Source: an optimization exercise on an open RTL-to-GDS flow (aim: small area, a short achievable clock period and few clock cycles per item). Production flows keep margins and buffers that such runs may drop. At most, simulation tests tie the RTL to the original design; equivalence was not proved. The RTL of run 2 was laid out without a check of its function.

## flow/design.v (module list and top-level ports; edited modules follow where they fit)
// module lzc: 22 lines
// module gen_lzc: 25 lines
// module lzc_4: 10 lines
// module int_div: 122 lines
// module ks_sub: 36 lines
// module ks_add: 34 lines
// module int_sqrt: 90 lines
// module fp_rnd: 240 lines
// module fp_add_head: 173 lines
// module fp_add_spec: 160 lines
// module fp_add_tail: 141 lines
// module ks_addsub: 37 lines
// module fp_mul_head: 132 lines
// module fp_mul_tail: 173 lines
// module mul24: 1955 lines
// module fp_fma_s2: 290 lines
// module fp_fma_tail: 186 lines
// module fp_fma_add_head: 302 lines
// module fma_addsub: 35 lines
// module fp_div: 225 lines
// module fp_div_tail: 124 lines
// module fp_sqrt: 189 lines
// module fp_i2f: 155 lines
// module fp_f2i: 229 lines
// module fp_cmp: 154 lines
// module fp_classify: 113 lines
// module f2d: 146 lines
// module d2f: 153 lines
// module fp_top: 979 lines
module fp_top
#(
    parameter fp_pkg::fp_format_e  FP_FORMAT   = fp_pkg::FP32,
    parameter fp_pkg::int_format_e INT_FORMAT  = fp_pkg::INT32,
    parameter logic        RISCV_MODE  = 1'b0
)
(
    input clk_i,
    input rst_i,
    input start_i,
    output logic ready_o,
    input [63:0] a_i,
    input [63:0] b_i,
    input [63:0] c_i,
    input fp_pkg::roundmode_e rnd_i,
    input fp_pkg::float_op_e op_i,
    input [1:0] op_modify_i,
    output logic [63:0] result_o,
    output logic valid_o,
    output fp_pkg::status_t flags_o
);
  // ...
==> flow/run.sh <==
#!/bin/bash
# synth_recipe.tcl (not shown) runs the flow's synth.tcl, then flattens the netlist and writes it again
# the make line also repeats each setting of config.mk as NAME=value (left out here)
make -C /OpenROAD-flow-scripts/flow DESIGN_CONFIG=/design/flow/config.mk WORK_HOME=/design/flow/orfs CLKGATE_MAP_FILE= SYNTH_SCRIPT=/design/flow/synth_recipe.tcl finish
==> flow/config.mk <==
export PLATFORM = sky130hd
export DESIGN_NAME = fp_top
export DESIGN_NICKNAME = fp_top
export VERILOG_FILES = /design/flow/design.v
export SDC_FILE = /design/flow/constraint.sdc
export NUM_CORES = 8
export LEC_CHECK = 0
export ABC_AREA = 1
export CAP_MARGIN = 20
export CORE_MARGIN = 2
export CORE_UTILIZATION = 40
export SETUP_SLACK_MARGIN = 5
export SLEW_MARGIN = 20
==> flow/constraint.sdc <==
create_clock -name core_clock -period 20.0 [get_ports {clk_i}]
set_input_delay 4.0000 -clock core_clock [delete_from_list [all_inputs] [get_ports {clk_i}]]
set_output_delay 4.0000 -clock core_clock [all_outputs]
set_load 0.01 [all_outputs]
==> impl_metrics.env, run 1 <==
export IMPL_synth_seq_cells=599
export IMPL_vias=125000
export IMPL_seq_cells=599
export IMPL_grt_pass1_vias=114000
export IMPL_yosysSeqAreaShare=0.114
export IMPL_syn_nets=19100
export IMPL_largest_cell_class="multi-input gates"
export IMPL_wl_met3_mm=55.0
export IMPL_min_to="int_div_inst.n_q[23]"
export IMPL_cp_slowest_stage_delay_ns=1.10
export IMPL_start_kind="register"
export IMPL_cts_buffer_depth=4
export IMPL_reg_largest_list="f_aurpr_mant_q x53, m_prod_q x48, urnd_q x38"
export IMPL_buffer_area_frac=0.0446
export IMPL_n_tap_cell=3552
export IMPL_max_slew_worst_pin_slew_ns=1.71
export IMPL_crit_path_top_delay_cell="o21ai_0"
export IMPL_r2r_end="f_ashamt_q[0]"
export IMPL_dp_slack_ns=2.07
export IMPL_yosys_area_share_adder=0.169
export IMPL_crit_type="register to output port"
export IMPL_synth_top_area_share=0.142
export IMPL_cpMostUsedCell="nand2_1"
export IMPL_status="failed layout checks"
export IMPL_die_w_um=524
export IMPL_synth_top_cell_by_area="nand2_1"
export IMPL_cap_violations=1
export IMPL_reg2reg_slack_ns=5.55
export IMPL_slew_viol_final=3
export IMPL_failed_checks="capacitance limit, slew limit"
export IMPL_m1WireLength_mm=226
export IMPL_clockRootBuffer="clkbuf_16"
export IMPL_largest_register_ffs=53
export IMPL_routed_via_density=5.91
export IMPL_grt_use_met3=0.0734
export IMPL_regMostFlops="f_aurpr_mant_q"
Testbench counts, summed over its fixed seeds: cycles 35,466, ops 24,000.
==> module int_div, before the edit <==
module int_div
#(
  parameter int S = 6
)
(
  input clk_i,
  input reset_i,
  input start_i,
  input [23:0] x_i,
  input [23:0] y_i,
  output logic [27:0] q_o,
  output logic sticky_o,
  output logic done_o
);
localparam int W  = 28;
localparam int K  = (28 + S - 1) / S;    
localparam int E  = K * S - 28;          
localparam int QW = K * S;               
localparam int CW = $clog2(K + 1);
logic busy_q;
logic [CW-1:0] cnt_q;
logic [W-1:0] s_q;
logic [W-1:0] c_q;
logic [W-1:0] d_q;       
logic [QW-1:0] p_q;      
logic [QW-1:0] n_q;      
logic [W-1:0] ss [0:S];
logic [W-1:0] cs [0:S];
logic [3:0] es [0:S];      
logic [S-1:0] dp;
logic [S-1:0] dn;
assign ss[0] = s_q;
assign cs[0] = c_q;
assign es[0] = s_q[W-2 -: 4] + c_q[W-2 -: 4];
genvar i;
generate
  for (i = 0; i < S; i++) begin : g_step
    logic [W-1:0] s2;
    logic [W-1:0] c2;
    logic [W-1:0] dd;
    logic pos;
    logic neg;
    assign s2 = {ss[i][W-2:0], 1'b0};
    assign c2 = {cs[i][W-2:0], 1'b0};
    assign pos = ~es[i][3];
    assign neg = es[i][3] & ~(&es[i][2:0]);
    assign dd = ({W{pos}} & ~d_q) | ({W{neg}} & d_q);
    assign ss[i+1] = s2 ^ c2 ^ dd;
    assign cs[i+1] = {(s2[W-2:0] & c2[W-2:0]) | (s2[W-2:0] & dd[W-2:0]) | (c2[W-2:0] & dd[W-2:0]), pos};
    assign dp[S-1-i] = pos;
    assign dn[S-1-i] = neg;
    logic [W-1:0] sp;
    logic [W-1:0] cp;
    logic [W-1:0] sn;
    logic [W-1:0] cn;
    logic [W-1:0] sz;
    logic [W-1:0] cz;
    assign sp = s2 ^ c2 ^ ~d_q;
    assign cp = {(s2[W-2:0] & c2[W-2:0]) | (s2[W-2:0] & ~d_q[W-2:0]) | (c2[W-2:0] & ~d_q[W-2:0]), 1'b1};
    assign sn = s2 ^ c2 ^ d_q;
    assign cn = {(s2[W-2:0] & c2[W-2:0]) | (s2[W-2:0] & d_q[W-2:0]) | (c2[W-2:0] & d_q[W-2:0]), 1'b0};
    assign sz = s2 ^ c2;
    assign cz = {s2[W-2:0] & c2[W-2:0], 1'b0};
    logic [3:0] ep;
    logic [3:0] en;
    logic [3:0] ez;
    assign ep = sp[W-2 -: 4] + cp[W-2 -: 4];
    assign en = sn[W-2 -: 4] + cn[W-2 -: 4];
    assign ez = sz[W-2 -: 4] + cz[W-2 -: 4];
    assign es[i+1] = pos ? ep : (neg ? en : ez);
  end
endgenerate
logic last;      
assign last = busy_q & (cnt_q == CW'(K-1));
assign done_o = last;
always_ff @(posedge clk_i or negedge reset_i) begin
  if (!reset_i) begin
    busy_q <= 1'b0;
    cnt_q  <= '0;
  end else if (start_i) begin
    busy_q <= 1'b1;
    cnt_q  <= '0;
  end else if (busy_q) begin
    busy_q <= ~last;
    cnt_q  <= cnt_q + 1'b1;
  end
end
always_ff @(posedge clk_i) begin
  if (start_i)
    d_q <= {{(W-25){1'b0}}, y_i, 1'b0};
  s_q <= start_i ? {{(W-24){1'b0}}, x_i} : ss[S];
  c_q <= start_i ? '0 : cs[S];
  p_q <= {p_q[QW-S-1:0], dp};
  n_q <= {n_q[QW-S-1:0], dn};
end
logic [W-1:0] rem;
logic rem_neg;
logic rem_zero;
logic fix_zero;
logic [W-1:0] fx;
logic [W-1:0] fy;
logic [QW-1:0] q_pn;
logic [QW-1:0] q_pn1;
logic [QW-1:0] q_full;
ks_add #(.W(W)) u_rem (.a_i(s_q), .b_i(c_q), .s_o(rem));
assign rem_neg = rem[W-1];
assign rem_zero = (s_q ^ c_q) == {(s_q[W-2:0] | c_q[W-2:0]), 1'b0};
assign fx = s_q ^ c_q ^ d_q;
assign fy = {(s_q[W-2:0] & c_q[W-2:0]) | (s_q[W-2:0] & d_q[W-2:0]) | (c_q[W-2:0] & d_q[W-2:0]), 1'b0};
assign fix_zero = (fx ^ fy) == {(fx[W-2:0] | fy[W-2:0]), 1'b0};
ks_sub #(.W(QW)) u_qpn (.a_i(p_q), .b_i(n_q), .d_o(q_pn), .co_o());
ks_add #(.W(QW)) u_qpn1 (.a_i(p_q), .b_i(~n_q), .s_o(q_pn1));
assign q_full = rem_neg ? q_pn1 : q_pn;
assign q_o = q_full[QW-1:E];
generate
  if (E > 0) begin : g_e
    assign sticky_o = (rem_neg ? ~fix_zero : ~rem_zero) | (q_full[E-1:0] != '0);
  end else begin : g_ne
    assign sticky_o = (rem_neg ? ~fix_zero : ~rem_zero);
  end
endgenerate
endmodule
==> module fp_add_head, before the edit <==
module fp_add_head
#(
    parameter fp_pkg::fp_format_e FP_FORMAT = fp_pkg::FP32
)
(
    input  [31:0] a_i,
    input  [31:0] b_i,
    input         sub_i,
    input  fp_pkg::roundmode_e rnd_i,
    output logic        sign_o,
    output logic [28:0] urpr_mant_o,
    output logic [7:0]  urpr_exp_o,
    output logic [4:0]  shamt_o,
    output logic        sticky_o
);
localparam int unsigned FP_WIDTH   = fp_pkg::fp_width(FP_FORMAT);
localparam int unsigned EXP_WIDTH  = fp_pkg::exp_bits(FP_FORMAT);
localparam int unsigned MANT_WIDTH = fp_pkg::man_bits(FP_FORMAT);
localparam R_IND = {1'b1, {EXP_WIDTH{1'b1}}, 1'b1, {MANT_WIDTH-1{1'b0}}};
function logic sign(input logic [FP_WIDTH-1:0] val);
    sign = val[FP_WIDTH-1];
endfunction
function logic [EXP_WIDTH-1:0] exp(input logic [FP_WIDTH-1:0] val);
    exp = val[FP_WIDTH-2-:EXP_WIDTH];
endfunction
function logic [MANT_WIDTH-1:0] mant(input logic [FP_WIDTH-1:0] val);
    mant = val[FP_WIDTH-2-EXP_WIDTH:0];
endfunction
function logic is_minus(input logic [FP_WIDTH-1:0] val);
    is_minus = sign(val);
endfunction
function logic is_normal(input logic [FP_WIDTH-1:0] val);
    is_normal = (exp(val) >= 1) && (exp(val) <= (2**EXP_WIDTH-2));
endfunction
function logic is_subnormal(input logic [FP_WIDTH-1:0] val);
    is_subnormal = (exp(val) == 0) && (mant(val) != 0);
endfunction
function logic is_zero(input logic [FP_WIDTH-1:0] val);
    is_zero = val[FP_WIDTH-2:0] == 0;
endfunction
function logic is_inf(input logic [FP_WIDTH-1:0] val);
    is_inf = exp(val) == (2**EXP_WIDTH-1) && mant(val) == 0;
endfunction
function logic is_nan(input logic [FP_WIDTH-1:0] val);
    is_nan = exp(val) == (2**EXP_WIDTH-1) && mant(val) != 0;
endfunction
function logic is_signalling(input logic [FP_WIDTH-1:0] val);
    is_signalling = exp(val) == (2**EXP_WIDTH-1) && mant(val) != 0 && !val[FP_WIDTH-2-EXP_WIDTH];
endfunction
function logic is_quiet(input logic [FP_WIDTH-1:0] val);
    is_quiet = exp(val) == (2**EXP_WIDTH-1) && val[FP_WIDTH-2-EXP_WIDTH];
endfunction
function logic is_canonical(input logic [FP_WIDTH-1:0] val);
    is_canonical = is_finite(val) | is_inf(val) | (exp(val) == (2**EXP_WIDTH-1) && val[FP_WIDTH-2-EXP_WIDTH]);
endfunction
function logic is_finite(input logic [FP_WIDTH-1:0] val);
    is_finite = is_zero(val) | is_subnormal(val) | is_normal(val);
endfunction
function fp_pkg::fp_info_t fp_info(input logic [FP_WIDTH-1:0] val);
    fp_pkg::fp_info_t info;
    info = '0;
    info.is_minus       = is_minus(val);
    info.is_normal      = is_normal(val);
    info.is_subnormal   = is_subnormal(val);
    info.is_zero        = is_zero(val);
    info.is_inf         = is_inf(val);
    info.is_nan         = is_nan(val);
    info.is_signalling  = is_signalling(val);
    info.is_canonical   = is_canonical(val);
    info.is_finite      = is_finite(val);
    info.is_quiet       = is_quiet(val);
    fp_info = info;
endfunction
typedef struct packed {
    logic sign;
    logic [EXP_WIDTH-1:0] exp;
    logic [MANT_WIDTH-1:0] mant;
} fp_encoding_t;
typedef struct packed {
    fp_encoding_t u_result;
    logic [1:0] rs;
    logic round_en;
    logic invalid;
    logic [1:0] exp_cout;
} uround_res_t;
typedef struct packed {
    fp_encoding_t result;
    fp_pkg::status_t flags;
} round_res_t;
typedef struct packed {
    logic sign;
    logic [EXP_WIDTH-1:0] exp;
    logic [2*MANT_WIDTH + 1:0] mant;
} fp_encoding_fma_t;
typedef struct packed {
    fp_encoding_fma_t u_result;
    logic [1:0] rs;
    logic round_en;
    logic invalid;
    logic [1:0] exp_cout;
} uround_res_fma_t;
logic exp_eq, exp_lt;
logic mant_lt;
logic lt;
logic [EXP_WIDTH-1:0]exp_diff;
logic [MANT_WIDTH + fp_pkg::GUARD_BITS:0]shifted_mant;
logic [MANT_WIDTH:0]bigger_mant;
logic urpr_s;
logic [MANT_WIDTH + fp_pkg::GUARD_BITS + 2:0] urpr_mant;
logic [EXP_WIDTH-1:0] urpr_exp;
fp_encoding_t a_decoded;
fp_encoding_t b_decoded;
logic [EXP_WIDTH:0] stickyindex;
logic [MANT_WIDTH:0] sigB;
logic [MANT_WIDTH:0] compressed_mant;
logic stickybit;
assign a_decoded = a_i;
assign b_decoded = b_i;
fp_pkg::fp_info_t a_info;
fp_pkg::fp_info_t b_info;
assign a_info = fp_info(a_i);
assign b_info = fp_info(b_i);
logic denormalA;
logic denormalB;
assign denormalA = (a_info.is_subnormal ^ b_info.is_subnormal) & a_info.is_subnormal;
assign denormalB = (a_info.is_subnormal ^ b_info.is_subnormal) & b_info.is_subnormal;
assign exp_eq = (a_decoded.exp == b_decoded.exp);
assign exp_lt = (a_decoded.exp < b_decoded.exp);
assign mant_lt = (a_decoded.mant < b_decoded.mant);
assign lt = exp_lt | (exp_eq & mant_lt);
assign exp_diff = lt? (b_decoded.exp - a_decoded.exp)
                    : (a_decoded.exp - b_decoded.exp);
assign shifted_mant = lt? ({{a_info.is_normal, a_decoded.mant},{fp_pkg::GUARD_BITS{1'b0}}} >> (denormalA ? exp_diff - 1 : exp_diff))
                        : ({{b_info.is_normal, b_decoded.mant},{fp_pkg::GUARD_BITS{1'b0}}} >> (denormalB ? exp_diff - 1 : exp_diff));
assign bigger_mant = lt? {b_info.is_normal, b_decoded.mant} : {a_info.is_normal, a_decoded.mant};
assign urpr_s = lt? sub_i ^ b_decoded.sign : a_decoded.sign;
ks_addsub #(.W(MANT_WIDTH + fp_pkg::GUARD_BITS + 3)) addsub_inst
(
    .x_i({1'b0, bigger_mant,{fp_pkg::GUARD_BITS{1'b0}},1'b0}),
    .y_i({1'b0,shifted_mant,stickybit}),
    .sub_i(a_decoded.sign ^ (sub_i ^ b_decoded.sign)),
    .s_o(urpr_mant)
);
assign urpr_exp = lt? b_decoded.exp : a_decoded.exp;
logic [$clog2(FP_WIDTH)-1:0] shamt;
lzc #(.WIDTH(MANT_WIDTH+fp_pkg::GUARD_BITS)) lzc_inst
(
    .a_i(urpr_mant[MANT_WIDTH + fp_pkg::GUARD_BITS + 1 : fp_pkg::GUARD_BITS - 1]),
    .cnt_o(shamt),
    .zero_o()
);
assign sigB = lt? {a_info.is_normal, a_decoded.mant} : {b_info.is_normal, b_decoded.mant};
genvar i;
generate
    for(i = 0; i <= MANT_WIDTH; i= i+1)
	begin : combine_sig
        assign compressed_mant[i] = |sigB[i:0];
	end
endgenerate
assign stickyindex = exp_diff - (fp_pkg::GUARD_BITS + 1);
always_comb
    if($signed(stickyindex) < $signed(0))
        stickybit = 1'b0;
    else if($signed(stickyindex) > $signed(MANT_WIDTH))
        stickybit = compressed_mant[MANT_WIDTH];
    else
        stickybit = compressed_mant[stickyindex];
assign sign_o = urpr_s;
assign urpr_mant_o = urpr_mant;
assign urpr_exp_o = urpr_exp;
assign shamt_o = shamt;
assign sticky_o = stickybit;
endmodule
==> module fp_top, before the edit <==
module fp_top
#(
    parameter fp_pkg::fp_format_e  FP_FORMAT   = fp_pkg::FP32,
    parameter fp_pkg::int_format_e INT_FORMAT  = fp_pkg::INT32,
    parameter logic        RISCV_MODE  = 1'b0
)
(
    input clk_i,
    input rst_i,
    input start_i,
    output logic ready_o,
    input [63:0] a_i,
    input [63:0] b_i,
    input [63:0] c_i,
    input fp_pkg::roundmode_e rnd_i,
    input fp_pkg::float_op_e op_i,
    input [1:0] op_modify_i,
    output logic [63:0] result_o,
    output logic valid_o,
    output fp_pkg::status_t flags_o
);
localparam int unsigned FP_WIDTH   = fp_pkg::fp_width(FP_FORMAT);
localparam int unsigned EXP_WIDTH  = fp_pkg::exp_bits(FP_FORMAT);
localparam int unsigned MANT_WIDTH = fp_pkg::man_bits(FP_FORMAT);
localparam int unsigned INT_WIDTH  = fp_pkg::int_width(INT_FORMAT);
function logic sign(input logic [FP_WIDTH-1:0] val);
    sign = val[FP_WIDTH-1];
endfunction
function logic [EXP_WIDTH-1:0] exp(input logic [FP_WIDTH-1:0] val);
    exp = val[FP_WIDTH-2-:EXP_WIDTH];
endfunction
function logic [MANT_WIDTH-1:0] mant(input logic [FP_WIDTH-1:0] val);
    mant = val[FP_WIDTH-2-EXP_WIDTH:0];
endfunction
function logic is_minus(input logic [FP_WIDTH-1:0] val);
    is_minus = sign(val);
endfunction
function logic is_normal(input logic [FP_WIDTH-1:0] val);
    is_normal = (exp(val) >= 1) && (exp(val) <= (2**EXP_WIDTH-2));
endfunction
function logic is_subnormal(input logic [FP_WIDTH-1:0] val);
    is_subnormal = (exp(val) == 0) && (mant(val) != 0);
endfunction
function logic is_zero(input logic [FP_WIDTH-1:0] val);
    is_zero = val[FP_WIDTH-2:0] == 0;
endfunction
function logic is_inf(input logic [FP_WIDTH-1:0] val);
    is_inf = exp(val) == (2**EXP_WIDTH-1) && mant(val) == 0;
endfunction
function logic is_nan(input logic [FP_WIDTH-1:0] val);
    is_nan = exp(val) == (2**EXP_WIDTH-1) && mant(val) != 0;
endfunction
function logic is_signalling(input logic [FP_WIDTH-1:0] val);
    is_signalling = exp(val) == (2**EXP_WIDTH-1) && mant(val) != 0 && !val[FP_WIDTH-2-EXP_WIDTH];
endfunction
function logic is_quiet(input logic [FP_WIDTH-1:0] val);
    is_quiet = exp(val) == (2**EXP_WIDTH-1) && val[FP_WIDTH-2-EXP_WIDTH];
endfunction
function logic is_canonical(input logic [FP_WIDTH-1:0] val);
    is_canonical = is_finite(val) | is_inf(val) | (exp(val) == (2**EXP_WIDTH-1) && val[FP_WIDTH-2-EXP_WIDTH]);
endfunction
function logic is_finite(input logic [FP_WIDTH-1:0] val);
    is_finite = is_zero(val) | is_subnormal(val) | is_normal(val);
endfunction
function fp_pkg::fp_info_t fp_info(input logic [FP_WIDTH-1:0] val);
    fp_pkg::fp_info_t info;
    info = '0;
    info.is_minus       = is_minus(val);
    info.is_normal      = is_normal(val);
    info.is_subnormal   = is_subnormal(val);
    info.is_zero        = is_zero(val);
    info.is_inf         = is_inf(val);
    info.is_nan         = is_nan(val);
    info.is_signalling  = is_signalling(val);
    info.is_canonical   = is_canonical(val);
    info.is_finite      = is_finite(val);
    info.is_quiet       = is_quiet(val);
    fp_info = info;
endfunction
typedef struct packed {
    logic sign;
    logic [EXP_WIDTH-1:0] exp;
    logic [MANT_WIDTH-1:0] mant;
} fp_encoding_t;
typedef struct packed {
    fp_encoding_t u_result;
    logic [1:0] rs;
    logic round_en;
    logic invalid;
    logic [1:0] exp_cout;
} uround_res_t;
typedef struct packed {
    fp_encoding_t result;
    fp_pkg::status_t flags;
} round_res_t;
typedef struct packed {
    logic sign;
    logic [EXP_WIDTH-1:0] exp;
    logic [2*MANT_WIDTH + 1:0] mant;
} fp_encoding_fma_t;
typedef struct packed {
    fp_encoding_fma_t u_result;
    logic [1:0] rs;
    logic round_en;
    logic invalid;
    logic [1:0] exp_cout;
} uround_res_fma_t;
localparam logic [FP_WIDTH-1:0] QNAN_FP = {1'b0, {EXP_WIDTH{1'b1}}, 1'b1, {MANT_WIDTH-1{1'b0}}};
fp_encoding_t a_decoded;
fp_encoding_t b_decoded;
logic [FP_WIDTH-1:0] a_fp;
logic [FP_WIDTH-1:0] b_fp;
logic [FP_WIDTH-1:0] c_fp;
generate
    if (RISCV_MODE && FP_FORMAT == fp_pkg::FP32) begin : gen_nanbox
        assign a_fp = (a_i[63:32] == 32'hFFFF_FFFF) ? a_i[31:0] : QNAN_FP;
        assign b_fp = (b_i[63:32] == 32'hFFFF_FFFF) ? b_i[31:0] : QNAN_FP;
        assign c_fp = (c_i[63:32] == 32'hFFFF_FFFF) ? c_i[31:0] : QNAN_FP;
    end else begin : gen_no_nanbox
        assign a_fp = a_i[FP_WIDTH-1:0];
        assign b_fp = b_i[FP_WIDTH-1:0];
        assign c_fp = c_i[FP_WIDTH-1:0];
    end
endgenerate
assign a_decoded = a_fp;
assign b_decoded = b_fp;
fp_pkg::fp_info_t a_info;
fp_pkg::fp_info_t b_info;
assign a_info = fp_info(a_fp);
assign b_info = fp_info(b_fp);
logic [INT_WIDTH-1:0] a_int;
logic [31:0] a_fp32;
logic [63:0] a_fp64;
assign a_int = a_i[INT_WIDTH-1:0];
assign a_fp32 = a_i[31:0];
assign a_fp64 = a_i;
logic longop_busy_q;
logic longop_sqrt_q;
fp_pkg::roundmode_e longop_rnd_q;
logic fma_busy_q;
fp_pkg::roundmode_e fma_rnd_q;
logic accept_start;
logic fdv_start;
logic add_start;
logic mul_start;
logic div_start;
logic sqrt_start;
logic i2f_start;
logic f2i_start;
logic cmp_start;
logic class_start;
logic minmax_start;
logic sgnj_start;
logic fma_start;
logic f2f_start;
assign ready_o = ~longop_busy_q & ~fma_busy_q;
assign accept_start = start_i & ready_o;
assign add_start = accept_start & (op_i == fp_pkg::FADD);
assign mul_start = accept_start & (op_i == fp_pkg::FMUL);
assign fdv_start = accept_start & (op_i == fp_pkg::FDIV);
assign div_start = fdv_start & ~op_modify_i[0];
assign sqrt_start = fdv_start & op_modify_i[0];
assign i2f_start = accept_start & (op_i == fp_pkg::I2F);
assign f2i_start = accept_start & (op_i == fp_pkg::F2I);
assign cmp_start = accept_start & (op_i == fp_pkg::FCMP);
assign class_start = accept_start & (op_i == fp_pkg::FCLASS);
assign minmax_start = accept_start & ((op_i == fp_pkg::FMIN) || (op_i == fp_pkg::FMAX));
assign sgnj_start = accept_start & (op_i == fp_pkg::FSGNJ);
assign fma_start = accept_start & (op_i == fp_pkg::FMADD);
assign f2f_start = accept_start & (op_i == fp_pkg::F2F);
logic div_done;
logic sqrt_done;
always_ff @(posedge clk_i or negedge rst_i) begin
    if (!rst_i) begin
        longop_busy_q <= 1'b0;
        longop_sqrt_q <= 1'b0;
        longop_rnd_q <= fp_pkg::RNE;
    end else begin
        if (fdv_start) begin
            longop_busy_q <= 1'b1;
            longop_sqrt_q <= op_modify_i[0];
            longop_rnd_q <= rnd_i;
        end else if ((longop_sqrt_q && sqrt_done) || (~longop_sqrt_q && div_done)) begin
            longop_busy_q <= 1'b0;
        end
    end
end
always_ff @(posedge clk_i or negedge rst_i) begin
    if (!rst_i) begin
        fma_busy_q <= 1'b0;
        fma_rnd_q  <= fp_pkg::RNE;
    end else begin
        if (fma_start) begin
            fma_busy_q <= 1'b1;
            fma_rnd_q  <= rnd_i;
        end else if (fma_done) begin
            fma_busy_q <= 1'b0;
        end
    end
end
logic add_done;
assign add_done = add_start;
logic        add_sign;
logic [28:0] add_urpr_mant;
logic [7:0]  add_urpr_exp;
logic [4:0]  add_shamt;
logic        add_sticky;
fp_add_head #(.FP_FORMAT(FP_FORMAT)) fp_add_head_inst
(
    .a_i(a_fp),
    .b_i(b_fp),
    .sub_i(op_modify_i == 2'b01),
    .rnd_i(rnd_i),
    .sign_o(add_sign),
    .urpr_mant_o(add_urpr_mant),
    .urpr_exp_o(add_urpr_exp),
    .shamt_o(add_shamt),
    .sticky_o(add_sticky)
);
logic        add_sign_q;
logic [28:0] add_urpr_mant_q;
logic [7:0]  add_urpr_exp_q;
logic [4:0]  add_shamt_q;
logic        add_sticky_q;
always_ff @(posedge clk_i) begin
    add_sign_q      <= add_sign;
    add_urpr_mant_q <= add_urpr_mant;
    add_urpr_exp_q  <= add_urpr_exp;
    add_shamt_q     <= add_shamt;
    add_sticky_q    <= add_sticky;
end
logic mul_done;
assign mul_done = mul_start;
logic [FP_WIDTH-1:0] m_a_fp;
assign m_a_fp = {a_fp[FP_WIDTH-1] ^ ((op_i == fp_pkg::FMADD) & op_modify_i[1]), a_fp[FP_WIDTH-2:0]};
logic [47:0] m_prod;
logic [9:0]  m_expa;
logic [9:0]  m_expb;
fp_mul_head #(.FP_FORMAT(FP_FORMAT)) fp_mul_head_inst
(
    .a_i(m_a_fp),
    .b_i(b_fp),
    .prod_o(m_prod),
    .expa_o(m_expa),
    .expb_o(m_expb)
);
logic [47:0] m_prod_q;
logic [9:0]  m_expa_q;
logic [9:0]  m_expb_q;
logic [31:0] m_a_q;
logic [31:0] m_b_q;
logic [31:0] m_c_q;
logic        m_sub_q;
logic        m_mod1_q;
always_ff @(posedge clk_i) begin
    m_mod1_q  <= op_modify_i[1];
    m_prod_q  <= m_prod;
    m_expa_q  <= m_expa;
    m_expb_q  <= m_expb;
    m_a_q     <= m_a_fp;
    m_b_q     <= b_fp;
    m_c_q     <= c_fp;
    m_sub_q   <= op_modify_i[0];
end
uround_res_t mul_urnd_result;
fp_mul_tail #(.FP_FORMAT(FP_FORMAT)) fp_mul_tail_inst
(
    .a_i(m_a_q),
    .b_i(m_b_q),
    .prod_i(m_prod_q),
    .expa_i(m_expa_q),
    .expb_i(m_expb_q),
    .urnd_result_o(mul_urnd_result)
);
logic        f_fsel;
logic [31:0] f_fspec;
logic        f_invalid;
logic        f_msticky;
logic        f_asel_add;
logic        f_asel_sub;
logic [25:0] f_aspec;
logic        f_aspec_sign;
logic [7:0]  f_aspec_exp;
logic        f_around_en;
logic        f_around_only;
logic        f_amul_ovf;
logic        f_amul_uf;
logic        f_asign;
logic [53:0] f_aurpr_mant;
logic [7:0]  f_aurpr_exp;
logic [5:0]  f_ashamt;
logic        f_asticky;
fp_fma_s2 #(.FP_FORMAT(FP_FORMAT)) fp_fma_s2_inst
(
    .prod_i(m_prod_q),
    .expa_i(m_expa_q),
    .expb_i(m_expb_q),
    .a_i(m_a_q),
    .b_i(m_b_q),
    .c_i(m_c_q),
    .sub_i(m_sub_q),
    .rnd_i(fma_rnd_q),
    .fsel_o(f_fsel),
    .fspec_o(f_fspec),
    .invalid_o(f_invalid),
    .msticky_o(f_msticky),
    .asel_add_o(f_asel_add),
    .asel_sub_o(f_asel_sub),
    .aspec_o(f_aspec),
    .aspec_sign_o(f_aspec_sign),
    .aspec_exp_o(f_aspec_exp),
    .around_en_o(f_around_en),
    .around_only_o(f_around_only),
    .amul_ovf_o(f_amul_ovf),
    .amul_uf_o(f_amul_uf),
    .asign_o(f_asign),
    .aurpr_mant_o(f_aurpr_mant),
    .aurpr_exp_o(f_aurpr_exp),
    .ashamt_o(f_ashamt),
    .asticky_o(f_asticky),
    .aexp_in_o()
);
logic        f_msticky_q;
logic        f_asel_add_q;
logic        f_asel_sub_q;
logic [25:0] f_aspec_q;
logic        f_aspec_sign_q;
logic [7:0]  f_aspec_exp_q;
logic        f_around_en_q;
logic        f_around_only_q;
logic        f_amul_ovf_q;
logic        f_amul_uf_q;
logic        f_asign_q;
logic [53:0] f_aurpr_mant_q;
logic [7:0]  f_aurpr_exp_q;
logic [5:0]  f_ashamt_q;
logic        f_asticky_q;
always_ff @(posedge clk_i) begin
    f_msticky_q     <= f_msticky;
    f_asel_add_q    <= f_asel_add;
    f_asel_sub_q    <= f_asel_sub;
    f_aspec_q       <= f_aspec;
    f_aspec_sign_q  <= f_aspec_sign;
    f_aspec_exp_q   <= f_aspec_exp;
    f_around_en_q   <= f_around_en;
    f_around_only_q <= f_around_only;
    f_amul_ovf_q    <= f_amul_ovf;
    f_amul_uf_q     <= f_amul_uf;
    f_asign_q       <= f_asign;
    f_aurpr_mant_q  <= f_aurpr_mant;
    f_aurpr_exp_q   <= f_aurpr_exp;
    f_ashamt_q      <= f_ashamt;
    f_asticky_q     <= f_asticky;
end
logic [23:0] div_x;
logic [23:0] div_y;
uround_res_t div_head;
logic div_by_zero;
logic div_sign;
logic [9:0] div_shift_exp;
fp_div #(.FP_FORMAT(FP_FORMAT)) fp_div_inst
(
    .a_i(a_fp),
    .b_i(b_fp),
    .rnd_i(rnd_i),
    .x_o(div_x),
    .y_o(div_y),
    .q_i('0),
    .sticky_i(1'b0),
    .urnd_result_o(div_head),
    .divide_by_zero(div_by_zero),
    .sign_o(div_sign),
    .shift_exp_o(div_shift_exp)
);
logic [9:0] div_shift_exp_q;
always_ff @(posedge clk_i) begin
    div_shift_exp_q <= div_shift_exp;
end
logic [27:0] div_q;
logic div_sticky;
int_div #(.S(7)) int_div_inst
(
    .clk_i(clk_i),
    .reset_i(rst_i),
    .start_i(div_start),
    .x_i(div_x),
    .y_i(div_y),
    .q_o(div_q),
    .sticky_o(div_sticky),
    .done_o(div_done)
);
uround_res_t div_head_q;
logic div_sign_q;
fp_div #(.FP_FORMAT(FP_FORMAT)) fp_div_spec_inst
(
    .a_i(m_a_q),
    .b_i(m_b_q),
    .rnd_i(rnd_i),
    .x_o(),
    .y_o(),
    .q_i('0),
    .sticky_i(1'b0),
    .urnd_result_o(div_head_q),
    .divide_by_zero(),
    .sign_o(div_sign_q),
    .shift_exp_o()
);
logic [31:0] div_spec_q;
logic div_round_en_q;
logic div_invalid_q;
assign div_spec_q     = div_head_q.u_result;
assign div_round_en_q = div_head_q.round_en;
assign div_invalid_q  = div_head_q.invalid;
uround_res_t div_urnd_result;
fp_div_tail fp_div_tail_inst
(
    .spec_i(div_spec_q),
    .round_en_i(div_round_en_q),
    .invalid_i(div_invalid_q),
    .sign_i(div_sign_q),
    .shift_exp_i(div_shift_exp_q),
    .q_i(div_q),
    .sticky_i(div_sticky),
    .urnd_result_o(div_urnd_result)
);
uround_res_t sqrt_urnd_result;
fp_sqrt #(.FP_FORMAT(FP_FORMAT)) fp_sqrt_inst
(
    .clk_i(clk_i),
    .reset_i(rst_i),
    .a_i(a_fp),
    .start_i(sqrt_start),
    .rnd_i(rnd_i),
    .done_o(sqrt_done),
    .urnd_result_o(sqrt_urnd_result)
);
uround_res_t i2f_urnd_result;
logic i2f_done;
fp_i2f #(.FP_FORMAT(FP_FORMAT), .INT_FORMAT(INT_FORMAT)) fp_i2f_inst
(
    .a_i(a_int),
    .start_i(i2f_start),
    .signed_i(op_modify_i == 2'b01),
    .done_o(i2f_done),
    .urnd_result_o(i2f_urnd_result)
);
logic [INT_WIDTH-1:0] f2i_result;
fp_pkg::status_t f2i_flags;
logic f2i_done;
fp_f2i #(.FP_FORMAT(FP_FORMAT), .INT_FORMAT(INT_FORMAT)) fp_f2i_inst
(
    .a_i(a_fp),
    .signed_i(op_modify_i == 2'b01),
    .start_i(f2i_start),
    .rnd_i(rnd_i),
    .result_o(f2i_result),
    .flags_o(f2i_flags),
    .done_o(f2i_done)
);
logic cmp_lt;
logic cmp_le;
logic cmp_eq;
fp_pkg::status_t cmp_flags;
logic cmp_done;
fp_cmp #(.FP_FORMAT(FP_FORMAT)) fp_cmp_inst
(
    .a_i(a_fp),
    .b_i(b_fp),
    .start_i(cmp_start),
    .eq_en_i(op_modify_i == 2'b01),
    .lt_o(cmp_lt),
    .le_o(cmp_le),
    .eq_o(cmp_eq),
    .done_o(cmp_done),
    .flags_o(cmp_flags)
);
fp_pkg::classmask_e class_mask;
logic class_done;
fp_classify #(.FP_FORMAT(FP_FORMAT)) fp_classify_inst
(
    .a_i(a_fp),
    .start_i(class_start),
    .class_o(class_mask),
    .done_o(class_done)
);
logic fma_done;
always_ff @(posedge clk_i or negedge rst_i) begin
    if (!rst_i)
        fma_done <= 1'b0;
    else
        fma_done <= fma_start;
end
uround_res_t f2f_urnd_result;
logic [FP_WIDTH-1:0] f2f_direct_result;
fp_pkg::status_t f2f_direct_flags;
logic f2f_done;
logic f2f_need_rnd;
round_res_t f2d_rnd_result;
uround_res_t d2f_urnd_result;
generate
    if (FP_FORMAT == fp_pkg::FP64) begin : gen_f2d
        f2d f2d_inst
        (
            .a_i(a_fp32),
            .rnd_result_o(f2d_rnd_result)
        );
        assign f2f_done = f2f_start;
        assign f2f_need_rnd = 1'b0;
        assign f2f_direct_result = f2d_rnd_result.result;
        assign f2f_direct_flags = f2d_rnd_result.flags;
        assign f2f_urnd_result = '0;
    end else if (FP_FORMAT == fp_pkg::FP32) begin : gen_d2f
        d2f d2f_inst
        (
            .a_i(a_fp64),
            .urnd_result_o(d2f_urnd_result)
        );
        assign f2f_done = f2f_start;
        assign f2f_need_rnd = 1'b1;
        assign f2f_urnd_result = d2f_urnd_result;
        assign f2f_direct_result = '0;
        assign f2f_direct_flags = '0;
    end else begin : gen_no_f2f
        assign f2f_done = 1'b0;
        assign f2f_need_rnd = 1'b0;
        assign f2f_urnd_result = '0;
        assign f2f_direct_result = '0;
        assign f2f_direct_flags = '0;
    end
endgenerate
logic [FP_WIDTH-1:0] minmax_result;
fp_pkg::status_t minmax_flags;
logic minmax_done;
assign minmax_done = minmax_start;
always_comb begin
    minmax_flags = '0;
    minmax_flags.NV = a_info.is_signalling | b_info.is_signalling;
    if (a_info.is_nan || b_info.is_nan) begin
        if (RISCV_MODE && a_info.is_nan && !b_info.is_nan)
            minmax_result = b_fp;
        else if (RISCV_MODE && b_info.is_nan && !a_info.is_nan)
            minmax_result = a_fp;
        else
            minmax_result = QNAN_FP;
    end else if (a_info.is_zero && b_info.is_zero) begin
        minmax_result = '0;
        if (op_i == fp_pkg::FMIN) begin
            minmax_result[FP_WIDTH-1] = a_decoded.sign | b_decoded.sign;
        end else begin
            minmax_result[FP_WIDTH-1] = a_decoded.sign & b_decoded.sign;
        end
    end else if (op_i == fp_pkg::FMIN) begin
        minmax_result = cmp_lt ? a_fp : b_fp;
    end else begin
        minmax_result = cmp_lt ? b_fp : a_fp;
    end
end
logic [FP_WIDTH-1:0] sgnj_result;
fp_pkg::status_t sgnj_flags;
logic sgnj_done;
assign sgnj_done = sgnj_start;
always_comb begin
    sgnj_flags = '0;
    sgnj_result = a_fp;
    case (op_modify_i)
        2'b00: sgnj_result[FP_WIDTH-1] = b_decoded.sign;
        2'b01: sgnj_result[FP_WIDTH-1] = ~b_decoded.sign;
        2'b10: sgnj_result[FP_WIDTH-1] = a_decoded.sign ^ b_decoded.sign;
        default: sgnj_result[FP_WIDTH-1] = b_decoded.sign;
    endcase
end
logic [63:0] f2i_result_fp;
logic signed [63:0] f2i_result_signed_ext;
logic [63:0] f2i_result_unsigned_ext;
assign f2i_result_signed_ext = $signed(f2i_result);
assign f2i_result_unsigned_ext = f2i_result;
assign f2i_result_fp = op_modify_i[0] ? f2i_result_signed_ext : f2i_result_unsigned_ext;
logic cmp_bit;
always_comb begin
    case (op_modify_i)
        2'b00: cmp_bit = cmp_le;
        2'b01: cmp_bit = cmp_eq;
        default: cmp_bit = cmp_lt;
    endcase
end
logic [63:0] cmp_result_fp;
assign cmp_result_fp = {{63{1'b0}}, cmp_bit};
logic [63:0] class_result_fp;
assign class_result_fp = {{54{1'b0}}, class_mask};
fp_pkg::float_op_e op_sel;
logic fdv_sqrt_sel;
fp_pkg::roundmode_e rnd_sel;
assign op_sel = longop_busy_q ? fp_pkg::FDIV : (fma_busy_q ? fp_pkg::FMADD : op_i);
assign fdv_sqrt_sel = longop_busy_q ? longop_sqrt_q : op_modify_i[0];
uround_res_t urnd_sel;
logic [63:0] direct_result_sel;
fp_pkg::status_t direct_flags_sel;
logic done_sel;
logic need_rnd_sel;
logic dz_sel;
always_comb begin
    urnd_sel = '0;
    direct_result_sel = '0;
    direct_flags_sel = '0;
    done_sel = 1'b0;
    need_rnd_sel = 1'b0;
    dz_sel = 1'b0;
    rnd_sel = rnd_i;
    case (op_sel)
        fp_pkg::FADD: begin
            done_sel = add_done;
            need_rnd_sel = 1'b1;
        end
        fp_pkg::FMUL: begin
            done_sel = mul_done;
            need_rnd_sel = 1'b1;
        end
        fp_pkg::FDIV: begin
            urnd_sel = fdv_sqrt_sel ? sqrt_urnd_result : div_urnd_result;
            done_sel = fdv_sqrt_sel ? sqrt_done : div_done;
            need_rnd_sel = 1'b1;
            dz_sel = (~fdv_sqrt_sel) & div_by_zero;
            rnd_sel = longop_busy_q ? longop_rnd_q : rnd_i;
        end
        fp_pkg::I2F: begin
            urnd_sel = i2f_urnd_result;
            done_sel = i2f_done;
            need_rnd_sel = 1'b1;
        end
        fp_pkg::FMADD: begin
            done_sel = fma_done;
            need_rnd_sel = 1'b1;
            rnd_sel = fma_busy_q ? fma_rnd_q : rnd_i;
        end
        fp_pkg::F2F: begin
            done_sel = f2f_done;
            need_rnd_sel = f2f_need_rnd;
            if (f2f_need_rnd) begin
                urnd_sel = f2f_urnd_result;
            end else begin
                direct_result_sel = {{(64-FP_WIDTH){1'b0}}, f2f_direct_result};
                direct_flags_sel = f2f_direct_flags;
            end
        end
        fp_pkg::F2I: begin
            done_sel = f2i_done;
            direct_result_sel = f2i_result_fp;
            direct_flags_sel = f2i_flags;
        end
        fp_pkg::FCMP: begin
            done_sel = cmp_done;
            direct_result_sel = cmp_result_fp;
            direct_flags_sel = cmp_flags;
        end
        fp_pkg::FCLASS: begin
            done_sel = class_done;
            direct_result_sel = class_result_fp;
            direct_flags_sel = '0;
        end
        fp_pkg::FMIN, fp_pkg::FMAX: begin
            done_sel = minmax_done;
            direct_result_sel = {{(64-FP_WIDTH){1'b0}}, minmax_result};
            direct_flags_sel = minmax_flags;
        end
        fp_pkg::FSGNJ: begin
            done_sel = sgnj_done;
            direct_result_sel = {{(64-FP_WIDTH){1'b0}}, sgnj_result};
            direct_flags_sel = sgnj_flags;
        end
        default: begin
            done_sel = 1'b0;
        end
    endcase
end
uround_res_t urnd_q;
logic [63:0] direct_result_q;
fp_pkg::status_t direct_flags_q;
logic done_q;
fp_pkg::float_op_e op_q;
logic need_rnd_q;
logic dz_q;
fp_pkg::roundmode_e rnd_q;
always_ff @(posedge clk_i or negedge rst_i) begin
    if (!rst_i)
        done_q <= 1'b0;
    else
        done_q <= done_sel;
end
always_ff @(posedge clk_i) begin
    urnd_q <= urnd_sel;
    direct_result_q <= direct_result_sel;
    direct_flags_q <= direct_flags_sel;
    op_q <= op_sel;
    need_rnd_q <= need_rnd_sel;
    dz_q <= dz_sel;
    rnd_q <= rnd_sel;
end
logic        f_fsel_q;
logic [31:0] f_fspec_q;
logic        f_invalid_q;
fp_fma_s2 #(.FP_FORMAT(FP_FORMAT)) fp_fma_spec_inst
(
    .prod_i(m_prod_q),
    .expa_i(m_expa_q),
    .expb_i(m_expb_q),
    .a_i(m_a_q),
    .b_i(m_b_q),
    .c_i(m_c_q),
    .sub_i(m_sub_q),
    .rnd_i(fma_rnd_q),
    .fsel_o(f_fsel_q),
    .fspec_o(f_fspec_q),
    .invalid_o(f_invalid_q),
    .msticky_o(),
    .asel_add_o(),
    .asel_sub_o(),
    .aspec_o(),
    .aspec_sign_o(),
    .aspec_exp_o(),
    .around_en_o(),
    .around_only_o(),
    .amul_ovf_o(),
    .amul_uf_o(),
    .asign_o(),
    .aurpr_mant_o(),
    .aurpr_exp_o(),
    .ashamt_o(),
    .asticky_o(),
    .aexp_in_o()
);
uround_res_t fma_urnd_result;
logic round_only_q;
logic mul_ovf_q;
logic mul_uf_q;
logic mul_uround_out_q;
logic fma_round_only;
logic fma_mul_ovf;
logic fma_mul_uf;
logic fma_mul_uround_out;
fp_fma_tail #(.FP_FORMAT(FP_FORMAT)) fp_fma_tail_inst
(
    .fsel_i(f_fsel_q),
    .fspec_i(f_fspec_q),
    .invalid_i(f_invalid_q),
    .msticky_i(f_msticky_q),
    .asel_add_i(f_asel_add_q),
    .asel_sub_i(f_asel_sub_q),
    .aspec_i(f_aspec_q),
    .aspec_sign_i(f_aspec_sign_q),
    .aspec_exp_i(f_aspec_exp_q),
    .around_en_i(f_around_en_q),
    .around_only_i(f_around_only_q),
    .amul_ovf_i(f_amul_ovf_q),
    .amul_uf_i(f_amul_uf_q),
    .asign_i(f_asign_q),
    .aurpr_mant_i(f_aurpr_mant_q),
    .aurpr_exp_i(f_aurpr_exp_q),
    .ashamt_i(f_ashamt_q),
    .asticky_i(f_asticky_q),
    .rnd_i(rnd_q),
    .round_only(fma_round_only),
    .mul_ovf(fma_mul_ovf),
    .mul_uf(fma_mul_uf),
    .mul_uround_out(fma_mul_uround_out),
    .urnd_result_o(fma_urnd_result)
);
logic [31:0] add_spec_q;
logic [1:0]  add_sel_q;
logic        add_invalid_q;
fp_add_spec #(.FP_FORMAT(FP_FORMAT)) fp_add_spec_inst
(
    .a_i(m_a_q),
    .b_i(m_b_q),
    .sub_i(m_sub_q),
    .rnd_i(rnd_q),
    .spec_o(add_spec_q),
    .sel_o(add_sel_q),
    .invalid_o(add_invalid_q)
);
uround_res_t add_urnd_result;
fp_add_tail #(.FP_FORMAT(FP_FORMAT)) fp_add_tail_inst
(
    .spec_i(add_spec_q),
    .sel_i(add_sel_q),
    .sign_i(add_sign_q),
    .urpr_mant_i(add_urpr_mant_q),
    .urpr_exp_i(add_urpr_exp_q),
    .shamt_i(add_shamt_q),
    .sticky_i(add_sticky_q),
    .invalid_i(add_invalid_q),
    .urnd_result_o(add_urnd_result)
);
uround_res_t urnd_o;
always_comb begin
    urnd_o = urnd_q;
    round_only_q = 1'b0;
    mul_ovf_q = 1'b0;
    mul_uf_q = 1'b0;
    mul_uround_out_q = 1'b0;
    case (op_q)
        fp_pkg::FADD: urnd_o = add_urnd_result;
        fp_pkg::FMUL: urnd_o = mul_urnd_result;
        fp_pkg::FDIV: if (!longop_sqrt_q) urnd_o = div_urnd_result;
        fp_pkg::FMADD: begin
            urnd_o = fma_urnd_result;
            round_only_q = fma_round_only;
            mul_ovf_q = fma_mul_ovf;
            mul_uf_q = fma_mul_uf;
            mul_uround_out_q = fma_mul_uround_out;
        end
        default: ;
    endcase
end
round_res_t rnd_result;
fp_rnd #(.FP_FORMAT(FP_FORMAT)) fp_rnd_inst
(
    .urnd_result_i(urnd_o),
    .rnd_i(rnd_q),
    .round_only(round_only_q),
    .mul_ovf(mul_ovf_q),
    .rnd_result_o(rnd_result)
);
logic [1:0] r_mod;
assign r_mod = {m_mod1_q, m_sub_q};
fp_encoding_t r_a_decoded;
fp_encoding_t r_b_decoded;
fp_pkg::fp_info_t r_a_info;
fp_pkg::fp_info_t r_b_info;
assign r_a_decoded = m_a_q;
assign r_b_decoded = m_b_q;
assign r_a_info = fp_info(m_a_q);
assign r_b_info = fp_info(m_b_q);
logic [INT_WIDTH-1:0] r_f2i_result;
fp_pkg::status_t r_f2i_flags;
fp_f2i #(.FP_FORMAT(FP_FORMAT), .INT_FORMAT(INT_FORMAT)) fp_f2i_r_inst
(
    .a_i(m_a_q),
    .signed_i(r_mod == 2'b01),
    .start_i(1'b1),
    .rnd_i(rnd_q),
    .result_o(r_f2i_result),
    .flags_o(r_f2i_flags),
    .done_o()
);
logic r_cmp_lt;
logic r_cmp_le;
logic r_cmp_eq;
fp_pkg::status_t r_cmp_flags;
fp_cmp #(.FP_FORMAT(FP_FORMAT)) fp_cmp_r_inst
(
    .a_i(m_a_q),
    .b_i(m_b_q),
    .start_i(1'b1),
    .eq_en_i(r_mod == 2'b01),
    .lt_o(r_cmp_lt),
    .le_o(r_cmp_le),
    .eq_o(r_cmp_eq),
    .done_o(),
    .flags_o(r_cmp_flags)
);
fp_pkg::classmask_e r_class_mask;
fp_classify #(.FP_FORMAT(FP_FORMAT)) fp_classify_r_inst
(
    .a_i(m_a_q),
    .start_i(1'b1),
    .class_o(r_class_mask),
    .done_o()
);
logic [FP_WIDTH-1:0] r_minmax_result;
fp_pkg::status_t r_minmax_flags;
always_comb begin
    r_minmax_flags = '0;
    r_minmax_flags.NV = r_a_info.is_signalling | r_b_info.is_signalling;
    if (r_a_info.is_nan || r_b_info.is_nan) begin
        if (RISCV_MODE && r_a_info.is_nan && !r_b_info.is_nan)
            r_minmax_result = m_b_q;
        else if (RISCV_MODE && r_b_info.is_nan && !r_a_info.is_nan)
            r_minmax_result = m_a_q;
        else
            r_minmax_result = QNAN_FP;
    end else if (r_a_info.is_zero && r_b_info.is_zero) begin
        r_minmax_result = '0;
        if (op_q == fp_pkg::FMIN) begin
            r_minmax_result[FP_WIDTH-1] = r_a_decoded.sign | r_b_decoded.sign;
        end else begin
            r_minmax_result[FP_WIDTH-1] = r_a_decoded.sign & r_b_decoded.sign;
        end
    end else if (op_q == fp_pkg::FMIN) begin
        r_minmax_result = r_cmp_lt ? m_a_q : m_b_q;
    end else begin
        r_minmax_result = r_cmp_lt ? m_b_q : m_a_q;
    end
end
logic [FP_WIDTH-1:0] r_sgnj_result;
always_comb begin
    r_sgnj_result = m_a_q;
    case (r_mod)
        2'b00: r_sgnj_result[FP_WIDTH-1] = r_b_decoded.sign;
        2'b01: r_sgnj_result[FP_WIDTH-1] = ~r_b_decoded.sign;
        2'b10: r_sgnj_result[FP_WIDTH-1] = r_a_decoded.sign ^ r_b_decoded.sign;
        default: r_sgnj_result[FP_WIDTH-1] = r_b_decoded.sign;
    endcase
end
logic r_cmp_bit;
always_comb begin
    case (r_mod)
        2'b00: r_cmp_bit = r_cmp_le;
        2'b01: r_cmp_bit = r_cmp_eq;
        default: r_cmp_bit = r_cmp_lt;
    endcase
end
logic signed [63:0] r_f2i_signed_ext;
assign r_f2i_signed_ext = $signed(r_f2i_result);
logic [63:0] direct_result_r;
fp_pkg::status_t direct_flags_r;
always_comb begin
    direct_result_r = '0;
    direct_flags_r = '0;
    case (op_q)
        fp_pkg::F2I: begin
            direct_result_r = r_mod[0] ? r_f2i_signed_ext : {{(64-INT_WIDTH){1'b0}}, r_f2i_result};
            direct_flags_r = r_f2i_flags;
        end
        fp_pkg::FCMP: begin
            direct_result_r = {63'b0, r_cmp_bit};
            direct_flags_r = r_cmp_flags;
        end
        fp_pkg::FCLASS: begin
            direct_result_r = {54'b0, r_class_mask};
        end
        fp_pkg::FMIN, fp_pkg::FMAX: begin
            direct_result_r = {{(64-FP_WIDTH){1'b0}}, r_minmax_result};
            direct_flags_r = r_minmax_flags;
        end
        fp_pkg::FSGNJ: begin
            direct_result_r = {{(64-FP_WIDTH){1'b0}}, r_sgnj_result};
        end
        default: ;
    endcase
end
logic fma_uf_fix;
logic fma_uf_fix1;
assign fma_uf_fix = (rnd_result.result.exp == '0) & (|urnd_o.rs);
assign fma_uf_fix1 = (urnd_o.u_result.exp == '0) &
                     (rnd_result.result.exp == {{EXP_WIDTH-1{1'b0}}, 1'b1}) &
                     mul_uround_out_q;
logic result_is_fp;
fp_pkg::fp_info_t raw_fp_info;
assign result_is_fp = need_rnd_q
                    | (op_q == fp_pkg::FMIN) | (op_q == fp_pkg::FMAX)
                    | (op_q == fp_pkg::FSGNJ)
                    | (op_q == fp_pkg::F2F);
logic [FP_WIDTH-1:0] raw_fp_result;
assign raw_fp_result = need_rnd_q ? rnd_result.result
                                  : direct_result_r[FP_WIDTH-1:0];
always_comb begin
    result_o = '0;
    flags_o = '0;
    valid_o = done_q;
    if (need_rnd_q) begin
        result_o = {{(64-FP_WIDTH){1'b0}}, rnd_result.result};
        flags_o = rnd_result.flags;
    end else begin
        result_o = direct_result_r;
        flags_o = direct_flags_r;
    end
    if (need_rnd_q && (op_q == fp_pkg::FMADD)) begin
        flags_o.NV = rnd_result.flags.NV;
        flags_o.DZ = rnd_result.flags.DZ;
        flags_o.OF = rnd_result.flags.OF | mul_ovf_q;
        flags_o.UF = mul_uf_q ? (fma_uf_fix | fma_uf_fix1) : rnd_result.flags.UF;
        flags_o.NX = mul_uf_q ? (|urnd_o.rs) : (rnd_result.flags.NX | mul_ovf_q);
    end
    flags_o.DZ = flags_o.DZ | dz_q;
    raw_fp_info = fp_info(raw_fp_result);
    if (RISCV_MODE && result_is_fp && raw_fp_info.is_nan)
        result_o = {{(64-FP_WIDTH){1'b0}}, QNAN_FP};
end
endmodule
==> run 2: changes to the inputs <==
--- a/flow/design.v
+++ b/flow/design.v
@@ -215,7 +215,7 @@
 endmodule
 module int_div
 #(
-  parameter int S = 6
+  parameter int S = 4
 )
 (
   input clk_i,
@@ -227,10 +227,10 @@
   output logic sticky_o,
   output logic done_o
 );
-localparam int W  = 28;
-localparam int K  = (28 + S - 1) / S;    
-localparam int E  = K * S - 28;          
-localparam int QW = K * S;               
+localparam int W  = 30;
+localparam int ND = 16;                  
+localparam int K  = ND / S;              
+localparam int QW = 2 * ND;
 localparam int CW = $clog2(K + 1);
 logic busy_q;
 logic [CW-1:0] cnt_q;
@@ -239,50 +239,61 @@
 logic [W-1:0] d_q;       
 logic [QW-1:0] p_q;      
 logic [QW-1:0] n_q;      
+logic signed [6:0] m2;
+logic signed [6:0] m1;
+logic signed [6:0] m0;
+logic signed [6:0] mn1;
+always_comb begin
+  case (d_q[25:23])
+    3'd0: begin m2 = 7'sd12; m1 = 7'sd4; m0 = -7'sd4; mn1 = -7'sd13; end
+    3'd1: begin m2 = 7'sd14; m1 = 7'sd5; m0 = -7'sd5; mn1 = -7'sd15; end
+    3'd2: begin m2 = 7'sd15; m1 = 7'sd5; m0 = -7'sd5; mn1 = -7'sd16; end
+    3'd3: begin m2 = 7'sd17; m1 = 7'sd6; m0 = -7'sd5; mn1 = -7'sd17; end
+    3'd4: begin m2 = 7'sd19; m1 = 7'sd7; m0 = -7'sd6; mn1 = -7'sd19; end
+    3'd5: begin m2 = 7'sd20; m1 = 7'sd7; m0 = -7'sd6; mn1 = -7'sd20; end
+    3'd6: begin m2 = 7'sd22; m1 = 7'sd8; m0 = -7'sd6; mn1 = -7'sd21; end
+    3'd7: begin m2 = 7'sd24; m1 = 7'sd9; m0 = -7'sd7; mn1 = -7'sd23; end
+    default: begin m2 = '0; m1 = '0; m0 = '0; mn1 = '0; end
+  endcase
+end
 logic [W-1:0] ss [0:S];
 logic [W-1:0] cs [0:S];
-logic [3:0] es [0:S];      
-logic [S-1:0] dp;
-logic [S-1:0] dn;
+logic [2*S-1:0] dp;
+logic [2*S-1:0] dn;
 assign ss[0] = s_q;
 assign cs[0] = c_q;
-assign es[0] = s_q[W-2 -: 4] + c_q[W-2 -: 4];
 genvar i;
 generate
   for (i = 0; i < S; i++) begin : g_step
-    logic [W-1:0] s2;
-    logic [W-1:0] c2;
-    logic [W-1:0] dd;
-    logic pos;
-    logic neg;
-    assign s2 = {ss[i][W-2:0], 1'b0};
-    assign c2 = {cs[i][W-2:0], 1'b0};
-    assign pos = ~es[i][3];
-    assign neg = es[i][3] & ~(&es[i][2:0]);
-    assign dd = ({W{pos}} & ~d_q) | ({W{neg}} & d_q);
-    assign ss[i+1] = s2 ^ c2 ^ dd;
-    assign cs[i+1] = {(s2[W-2:0] & c2[W-2:0]) | (s2[W-2:0] & dd[W-2:0]) | (c2[W-2:0] & dd[W-2:0]), pos};
-    assign dp[S-1-i] = pos;
-    assign dn[S-1-i] = neg;
-    logic [W-1:0] sp;
-    logic [W-1:0] cp;
-    logic [W-1:0] sn;
-    logic [W-1:0] cn;
-    logic [W-1:0] sz;
-    logic [W-1:0] cz;
-    assign sp = s2 ^ c2 ^ ~d_q;
-    assign cp = {(s2[W-2:0] & c2[W-2:0]) | (s2[W-2:0] & ~d_q[W-2:0]) | (c2[W-2:0] & ~d_q[W-2:0]), 1'b1};
-    assign sn = s2 ^ c2 ^ d_q;
-    assign cn = {(s2[W-2:0] & c2[W-2:0]) | (s2[W-2:0] & d_q[W-2:0]) | (c2[W-2:0] & d_q[W-2:0]), 1'b0};
-    assign sz = s2 ^ c2;
-    assign cz = {s2[W-2:0] & c2[W-2:0], 1'b0};
-    logic [3:0] ep;
-    logic [3:0] en;
-    logic [3:0] ez;
-    assign ep = sp[W-2 -: 4] + cp[W-2 -: 4];
-    assign en = sn[W-2 -: 4] + cn[W-2 -: 4];
-    assign ez = sz[W-2 -: 4] + cz[W-2 -: 4];
-    assign es[i+1] = pos ? ep : (neg ? en : ez);
+    logic [W-1:0] s4;
+    logic [W-1:0] c4;
+    logic [W-1:0] mm;
+    logic signed [6:0] e;
+    logic ge2;
+    logic ge1;
+    logic ge0;
+    logic gen1;
+    logic p2;
+    logic p1;
+    logic n1;
+    logic n2;
+    assign s4 = {ss[i][W-3:0], 2'b00};
+    assign c4 = {cs[i][W-3:0], 2'b00};
+    assign e = s4[W-1 -: 7] + c4[W-1 -: 7];
+    assign ge2 = e >= m2;
+    assign ge1 = e >= m1;
+    assign ge0 = e >= m0;
+    assign gen1 = e >= mn1;
+    assign p2 = ge2;
+    assign p1 = ge1 & ~ge2;
+    assign n1 = gen1 & ~ge0;
+    assign n2 = ~gen1;
+    assign mm = ({W{p1}} & ~d_q) | ({W{p2}} & ~{d_q[W-2:0], 1'b0})
+              | ({W{n1}} & d_q) | ({W{n2}} & {d_q[W-2:0], 1'b0});
+    assign ss[i+1] = s4 ^ c4 ^ mm;
+    assign cs[i+1] = {(s4[W-2:0] & c4[W-2:0]) | (s4[W-2:0] & mm[W-2:0]) | (c4[W-2:0] & mm[W-2:0]), p1 | p2};
+    assign dp[2*(S-1-i) +: 2] = {p2, p1};
+    assign dn[2*(S-1-i) +: 2] = {n2, n1};
   end
 endgenerate
 logic last;      
@@ -302,11 +313,11 @@
 end
 always_ff @(posedge clk_i) begin
   if (start_i)
-    d_q <= {{(W-25){1'b0}}, y_i, 1'b0};
+    d_q <= {{(W-27){1'b0}}, y_i, 3'b000};
   s_q <= start_i ? {{(W-24){1'b0}}, x_i} : ss[S];
   c_q <= start_i ? '0 : cs[S];
-  p_q <= {p_q[QW-S-1:0], dp};
-  n_q <= {n_q[QW-S-1:0], dn};
+  p_q <= {p_q[QW-2*S-1:0], dp};
+  n_q <= {n_q[QW-2*S-1:0], dn};
 end
 logic [W-1:0] rem;
 logic rem_neg;
@@ -326,14 +337,8 @@
 ks_sub #(.W(QW)) u_qpn (.a_i(p_q), .b_i(n_q), .d_o(q_pn), .co_o());
 ks_add #(.W(QW)) u_qpn1 (.a_i(p_q), .b_i(~n_q), .s_o(q_pn1));
 assign q_full = rem_neg ? q_pn1 : q_pn;
-assign q_o = q_full[QW-1:E];
-generate
-  if (E > 0) begin : g_e
-    assign sticky_o = (rem_neg ? ~fix_zero : ~rem_zero) | (q_full[E-1:0] != '0);
-  end else begin : g_ne
-    assign sticky_o = (rem_neg ? ~fix_zero : ~rem_zero);
-  end
-endgenerate
+assign q_o = q_full[29:2];
+assign sticky_o = (rem_neg ? ~fix_zero : ~rem_zero) | (q_full[1:0] != '0);
 endmodule
 module ks_sub
 #(
@@ -871,13 +876,8 @@
                         : ({{b_info.is_normal, b_decoded.mant},{fp_pkg::GUARD_BITS{1'b0}}} >> (denormalB ? exp_diff - 1 : exp_diff));
 assign bigger_mant = lt? {b_info.is_normal, b_decoded.mant} : {a_info.is_normal, a_decoded.mant};
 assign urpr_s = lt? sub_i ^ b_decoded.sign : a_decoded.sign;
-ks_addsub #(.W(MANT_WIDTH + fp_pkg::GUARD_BITS + 3)) addsub_inst
-(
-    .x_i({1'b0, bigger_mant,{fp_pkg::GUARD_BITS{1'b0}},1'b0}),
-    .y_i({1'b0,shifted_mant,stickybit}),
-    .sub_i(a_decoded.sign ^ (sub_i ^ b_decoded.sign)),
-    .s_o(urpr_mant)
-);
+assign urpr_mant = (a_decoded.sign ^ (sub_i ^ b_decoded.sign))? ({1'b0, bigger_mant,{fp_pkg::GUARD_BITS{1'b0}},1'b0} - {1'b0,shifted_mant,stickybit})
+                                                            : ({1'b0, bigger_mant,{fp_pkg::GUARD_BITS{1'b0}},1'b0} + {1'b0,shifted_mant,stickybit});
 assign urpr_exp = lt? b_decoded.exp : a_decoded.exp;
 logic [$clog2(FP_WIDTH)-1:0] shamt;
 lzc #(.WIDTH(MANT_WIDTH+fp_pkg::GUARD_BITS)) lzc_inst
@@ -1209,43 +1209,6 @@
 assign urnd.exp_cout = exp_cout_o;
 assign urnd_result_o = urnd;
 endmodule
-module ks_addsub
-#(
-    parameter int W = 29
-)
-(
-    input  [W-1:0] x_i,
-    input  [W-1:0] y_i,
-    input          sub_i,
-    output [W-1:0] s_o
-);
-localparam int L = $clog2(W);
-logic [W-1:0] yy;
-logic [W-1:0] p0;
-logic [W-1:0] g0;
-assign yy = y_i ^ {W{sub_i}};
-assign p0 = x_i ^ yy;
-assign g0 = x_i & yy;
-logic [W-1:0] p [0:L];
-logic [W-1:0] g [0:L];
-assign p[0] = p0;
-assign g[0] = {g0[W-1:1], g0[0] | (p0[0] & sub_i)};
-genvar l, j;
-generate
-    for (l = 0; l < L; l++) begin : g_lvl
-        for (j = 0; j < W; j++) begin : g_bit
-            if (j >= (1 << l)) begin : g_op
-                assign g[l+1][j] = g[l][j] | (p[l][j] & g[l][j - (1 << l)]);
-                assign p[l+1][j] = p[l][j] & p[l][j - (1 << l)];
-            end else begin : g_pass
-                assign g[l+1][j] = g[l][j];
-                assign p[l+1][j] = p[l][j];
-            end
-        end
-    end
-endgenerate
-assign s_o = p0 ^ {g[L][W-2:0], sub_i};
-endmodule
 module fp_mul_head
 #(
     parameter fp_pkg::fp_format_e FP_FORMAT = fp_pkg::FP32
@@ -6187,7 +6150,7 @@
 end
 logic [27:0] div_q;
 logic div_sticky;
-int_div #(.S(7)) int_div_inst
+int_div #(.S(4)) int_div_inst
 (
     .clk_i(clk_i),
     .reset_i(rst_i),
==> flow/flow/run.sh (new file) <==
#!/bin/bash
set -euo pipefail
bash standard.sh SETUP_SLACK_MARGIN=6.5 finish > flow_make.log 2>&1
==> flow/standard.sh (new file) <==
#!/bin/bash
# synth_recipe.tcl (not shown) runs the flow's synth.tcl, then flattens the netlist and writes it again
# the make line also repeats each setting of config.mk as NAME=value (left out here)
make -C /OpenROAD-flow-scripts/flow DESIGN_CONFIG=/design/flow/config.mk WORK_HOME=/design/flow/orfs CLKGATE_MAP_FILE= SYNTH_SCRIPT=/design/flow/synth_recipe.tcl "${@:-finish}"
removed: flow/run.sh
==> run 2 against run 1 <==
Now clean on timing, DRC and antenna; worst setup slack improved by 1.2 ns; synthesized cell count grew 1.3%; cell count increased by 2.0%; routed wire length is 0.55% lower; utilization increased by 1.8 points; count of clock-buffer cells in the layout rose by 1; global-route usage shrank 1.4 points; highest routed layer unchanged.
==> impl_metrics.env, run 2 <==
export IMPL_synth_commonest_cells="nand2_1 (3995), inv_1 (2370), o21ai_0 (1778)"
export IMPL_synth_compound_area_frac=0.238
export IMPL_r2r_end="int_div_inst.c_q[8]"
export IMPL_cts_buffer_depth=3
export IMPL_regMostFlops="f_aurpr_mant_q"
export IMPL_period_share=0.678
export IMPL_reg2reg_slack_ns=6.84
export IMPL_ys_warn_count=56
export IMPL_synth_top_area_share=0.137
export IMPL_synth_area_leaders="nand2_1 (14%), dfxtp_1 (11%), ha_1 (8.3%)"
export IMPL_routed_via_density=5.98
export IMPL_cp_slowest_stage_delay_ns=0.69
export IMPL_min_to="int_div_inst.p_q[12]"
export IMPL_dr_pass1_iters=14
export IMPL_crit_path_top_delay_cell="dfxtp_1"
export IMPL_synth_seq_cells=621
export IMPL_start_kind="register"
export IMPL_vias=129000
export IMPL_syn_nets=19300
export IMPL_slew_viol_final=0
export IMPL_yosys_cell_count_top_type="nand2_1"
export IMPL_drt_initial_drc_count=17400
export IMPL_grt_usage=0.363
export IMPL_status="finished clean"
export IMPL_reg_largest_list="f_aurpr_mant_q x53, m_prod_q x48, urnd_q x38"
export IMPL_cap_violations=0
export IMPL_synth_top_cell_by_area="nand2_1"
export IMPL_yosysSeqAreaShare=0.117
export IMPL_hold_path_startpoint="int_div_inst.p_q[4]"
export IMPL_routed_wl_mm=536
export IMPL_cts_sinks=621
export IMPL_fillers=29200
export IMPL_crit_type="register to output port"
export IMPL_die_w_um=526
export IMPL_reg2reg_depth=58
export IMPL_syn_area_per_cell_um2=6.06
export IMPL_dp_slack_ns=3.12
export IMPL_layout_cells_non_filler=21600
export IMPL_clk_pin_slew_ns=0.06
export IMPL_largest_register_ffs=53
export IMPL_max_slew_worst_pin_slew_ns=1.34
export IMPL_yosys_area_share_adder=0.153
export IMPL_grt_pass1_vias=116000
export IMPL_cts_htree_levels=3
export IMPL_cpMostUsedCell="nand2_1"
export IMPL_clockRootBuffer="clkbuf_16"
run 2: cell families (layout without fill, tap and decap cells):
kind of cell	count (synthesis)	in the layout
multiplexers	102	102
XOR/XNOR	802	803
buffers and inverters	3472	3498
flip-flops	621	621
adder cells (fa/ha/maj)	1108	1108
other	0	12
AND/OR/NAND/NOR	7498	7506
AO/OA/AOI/OAI	4403	4403
run 2: worst reg2reg max path, delay by kind of cell, from the launching register on:
kind            cells  cell delay, ns
xor+xnor            1            0.21
compound gates     23            3.95
simple gates        6            1.26
flops               1            0.37
buf+inv            12            1.49
fa+ha+maj          16            5.85
run 2: area by class of cell:
| cell class | instances | area, um^2 | area share |
|---|---|---|---|
| Clock inverter | 40 | 467 | 0.00376 |
| Antenna cell | 12 | 30.0 | 0.000242 |
| Clock buffer | 102 | 2190 | 0.0177 |
| Timing Repair inverter | 18 | 110 | 0.000887 |
| Multi-Input combinational cell | 13900 | 86200 | 0.694 |
| Sequential cell | 621 | 12900 | 0.104 |
| Inverter | 2518 | 9730 | 0.0783 |
| Tap cell | 3570 | 4470 | 0.0360 |
| Timing Repair Buffer | 820 | 8080 | 0.0651 |
run 2: worst max path at each step:
stage,from,to,slack [ns],cells after the start
after global placement,a_i[24],fp_sqrt_inst.int_sqrt_inst.r_q[8],3.14,59
after CTS,m_a_q[23],result_o[26],6.43,55
after global routing,m_a_q[23],flags_o[0],6.37,54
after floorplan,a_i[0],m_prod_q[44],6.59,51
after detailed placement,a_i[24],fp_sqrt_inst.int_sqrt_inst.r_q[8],3.12,59
final,m_a_q[2],result_o[4],6.44,40
run 2: repair_timing:
action                     CTS  global route
pin swaps                   55           156
setup endpoints to repair  246           198
gates cloned                29            31
buffers inserted           101           170
gates resized for setup    644           825
run 2: metal layers:
| metal | up-vias | routed length, um | track usage |
|---|---|---|---|
| met4 | 24 | 37200 | 0.205 |
| met1 | 59800 | 214000 | 0.474 |
| met2 | 7692 | 226000 | 0.551 |
| met3 | 1644 | 59800 | 0.0795 |
| met5 | - | 148 | 0 |
| li1 | 60200 | - | - |

## port drivers added, routing unchanged
How much do the figures lean on ideal ports? The routed layouts below were timed once more, with nothing changed but the port constraints.
Step 1 assumes that a clkbuf_16 drives the clock port and a buf_2 every other input.
Step 2, shift: input delay + t, output delay - t, t = (earliest + latest rising clock arrival at the registers) / 2. This alone moves slack from input paths to output paths.
a / b / c = ideal / step 1 / step 2; a / b = the first two.
run	t (ns)	slack for setup (ns)	worst hold slack (ns)	clock arrival spread, ns	cell pins on the clock port's net
run 1	0.915	5.257 / 5.157 / 4.677	0.338 / 0.338 / 0.338	0.101 / 0.101	1
run 2	0.831	6.443 / 6.346 / 6.094	0.337 / 0.337 / 0.337	0.053 / 0.054	1
The setup slack of run 1, which loses most, moves by -0.100 ns with the drivers and by -0.580 ns with both steps.
